Background: an optimization exercise with open tools, aiming at small area. Do not read the settings as production practice.
At most, simulation tests tie the RTL to the original design; equivalence was not proved.
No activity file was given, so power comes from the tool's default toggle rates.

==> flow/design.v (excerpt) <==
module debug_controller #(
    parameter BAUD = 625000,  
    parameter CLK_RATE = 10,  
    parameter TIMEOUT  = 1    
    )(
    input logic clk,
    input logic rst,
    input logic srx,
    output logic stx,
    input logic [31:0] pc,
    input logic mcu_busy,
    input logic [31:0] d_rd,
    input logic error,
    output logic [31:0] d_in,
    output logic [31:0] addr,
    output logic pause,
    output logic resume,
    output logic reset,
    output logic reg_rd,
    output logic reg_wr,
    output logic mem_rd,
    output logic mem_wr,
    output logic [1:0] mem_size,
    output logic valid
);
export LEC_CHECK = 0
export CAP_MARGIN = 20
export CORE_MARGIN = 2
export CORE_UTILIZATION = 40
export SLEW_MARGIN = 20
create_clock -name core_clock -period 7.0 [get_ports {clk}]
standard.sh (not shown) runs the stock make flow with config.mk's settings and CLKGATE_MAP_FILE= SYNTH_SCRIPT=/design/flow/synth_recipe.tcl, a recipe that flattens the netlist after the stock synthesis.
==> flow/flow/run.sh <==
#!/bin/bash
set -euo pipefail
export BUFFER_PORTS_ARGS="-buffer_cell sky130_fd_sc_hd__buf_1"
export CTS_ARGS="-sink_clustering_enable -repair_clock_nets -dont_use_dummy_load -sink_clustering_size 25 -sink_clustering_max_diameter 80 -buf_list {sky130_fd_sc_hd__clkbuf_16}"
bash standard.sh > flow.log 2>&1
The first run completed with no timing, DRC or antenna violations.
Next try:
--- a/flow/design.v
+++ b/flow/design.v
@@ -146,53 +146,50 @@
     end
     always_ff @(posedge clk) begin
         if (rst)                              txb <= 0;
         else if (tx_load)                     txb <= 1;
         else if (th == 6'd4 && tr == 8'd160)  txb <= 0;
     end
+    wire [31:0] tx_rx  = rxsr & {{4{!ld_cmd}}, 4'hF, {24{!ld_cmd}}};
+    wire [31:0] tx_drd = {d_rd[7:0], d_rd[15:8], d_rd[23:16], d_rd[31:24]};
+    wire [31:0] tx_ec  = {6'b0, r_ec, 24'b0};
     always_ff @(posedge clk) begin
-        if (ld_echo)
-            txsr <= ld_cmd ? {4'b0, rxsr[27:24], 24'b0} : rxsr;
-        else if (ld_d)
-            txsr <= {d_rd[7:0], d_rd[15:8], d_rd[23:16], d_rd[31:24]};
-        else if (ld_e)
-            txsr <= {6'b0, r_ec, 24'b0};
-        else if (tx_shift)
-            txsr <= {1'b0, txsr[31:1]};
+        if (tx_load || tx_shift)
+            txsr <= ({32{ld_echo}}  & tx_rx) |
+                    ({32{ld_d}}     & tx_drd) |
+                    ({32{ld_e}}     & tx_ec) |
+                    ({32{tx_shift}} & {1'b0, txsr[31:1]});
     end
     always_ff @(posedge clk) begin
         if (rst) stx <= 1'b1;
         else     stx <= !txb || ((tr[7:4] != 4'd0) && ((tr[7:4] > 4'd8) || txsr[0]));
     end
     always_ff @(posedge clk) begin
         if (rst) begin
             ss      <= S_WAIT_CMD;
             s_valid <= 0;
-            r_addr  <= 0;
             r_d_in  <= 0;
             r_cmd   <= 0;
         end
         else begin
             case (ss)
                 S_WAIT_CMD: begin
                     if (rdy) begin
                         if (rxw[3:0] == 4'hF) begin
                             ss     <= S_PROG_RCV;
                             r_cmd  <= 4'hC;
-                            r_addr <= 0;
                         end
                         else begin
                             r_cmd <= rxw[3:0];
                             ss    <= S_ECHO_CMD;
                         end
                     end
                 end
                 S_ECHO_CMD:  if (!txb) ss <= S_WAIT_ADDR;
                 S_WAIT_ADDR: begin
                     if (rdy) begin
-                        r_addr <= rxw;
                         ss     <= S_ECHO_ADDR;
                     end
                     else if (to_wait) ss <= S_WAIT_CMD;
                 end
                 S_ECHO_ADDR: if (!txb) ss <= S_WAIT_DATA;
                 S_WAIT_DATA: begin
@@ -221,19 +218,27 @@
                         ss      <= S_PROG_WR;
                     end
                     else if (to_prog) ss <= S_WAIT_CMD;
                 end
                 S_PROG_WR: begin
                     s_valid <= 0;
-                    r_addr  <= r_addr + 4;
                     ss      <= S_PROG_RCV;
                 end
                 default: ss <= S_WAIT_CMD;
             endcase
         end
     end
+    wire        a_clr = (ss == S_WAIT_CMD) && rdy && (rxw[3:0] == 4'hF);
+    wire        a_ld  = (ss == S_WAIT_ADDR) && rdy;
+    wire        a_inc = (ss == S_PROG_WR);
+    wire [29:0] a_nx  = r_addr[31:2] + 30'd1;
+    always_ff @(posedge clk) begin
+        if (rst || a_clr)  r_addr <= 0;
+        else if (a_ld)     r_addr <= rxw;
+        else if (a_inc)    r_addr[31:2] <= a_nx;
+    end
     assign addr = r_addr;
     assign d_in = r_d_in;
     localparam FN_PAUSE        = 4'h1;
     localparam FN_RESUME       = 4'h2;
     localparam FN_RESET        = 4'h4;
     localparam FN_MEM_RD_BYTE  = 4'h6;
Result: Non-clock buffer count stays the same; final area decreases by 0.66%; clock skew decreases by 0.029 ns; power decreases by 6.3%; area after synthesis decreases by 1.2%; first-iteration DRC count decreases by 2.8%.
For the second run of this note, only the layout was checked, not whether the RTL still works.

separate check: timing with driven ports:
The results above use ideal ports. As a check the final layouts listed here were re-extracted and re-timed, cells and wires unchanged. Step 1 sets driving cells, clkbuf_16 on the clock port and buf_2 on the other inputs (assumed; they add their load-dependent delay and slew). Step 2 moves the port delays by t, midway between the first and last clock arrival at a register: inputs arrive t later, outputs are due t later. That takes back most of the time a late clock gives input paths. a / b / c = no drivers / after step 1 / after step 2; a / b = the first two.
run	t, ns	slack for setup (ns)	hold slack, ns	pins driven straight from the clock port
the first run	0.619	3.253 / 3.279 / 2.660	0.332 / 0.332 / 0.332	1
the second run	0.618	2.907 / 2.932 / 2.314	0.350 / 0.350 / 0.350	1
After both steps setup and hold are still met in every run listed.
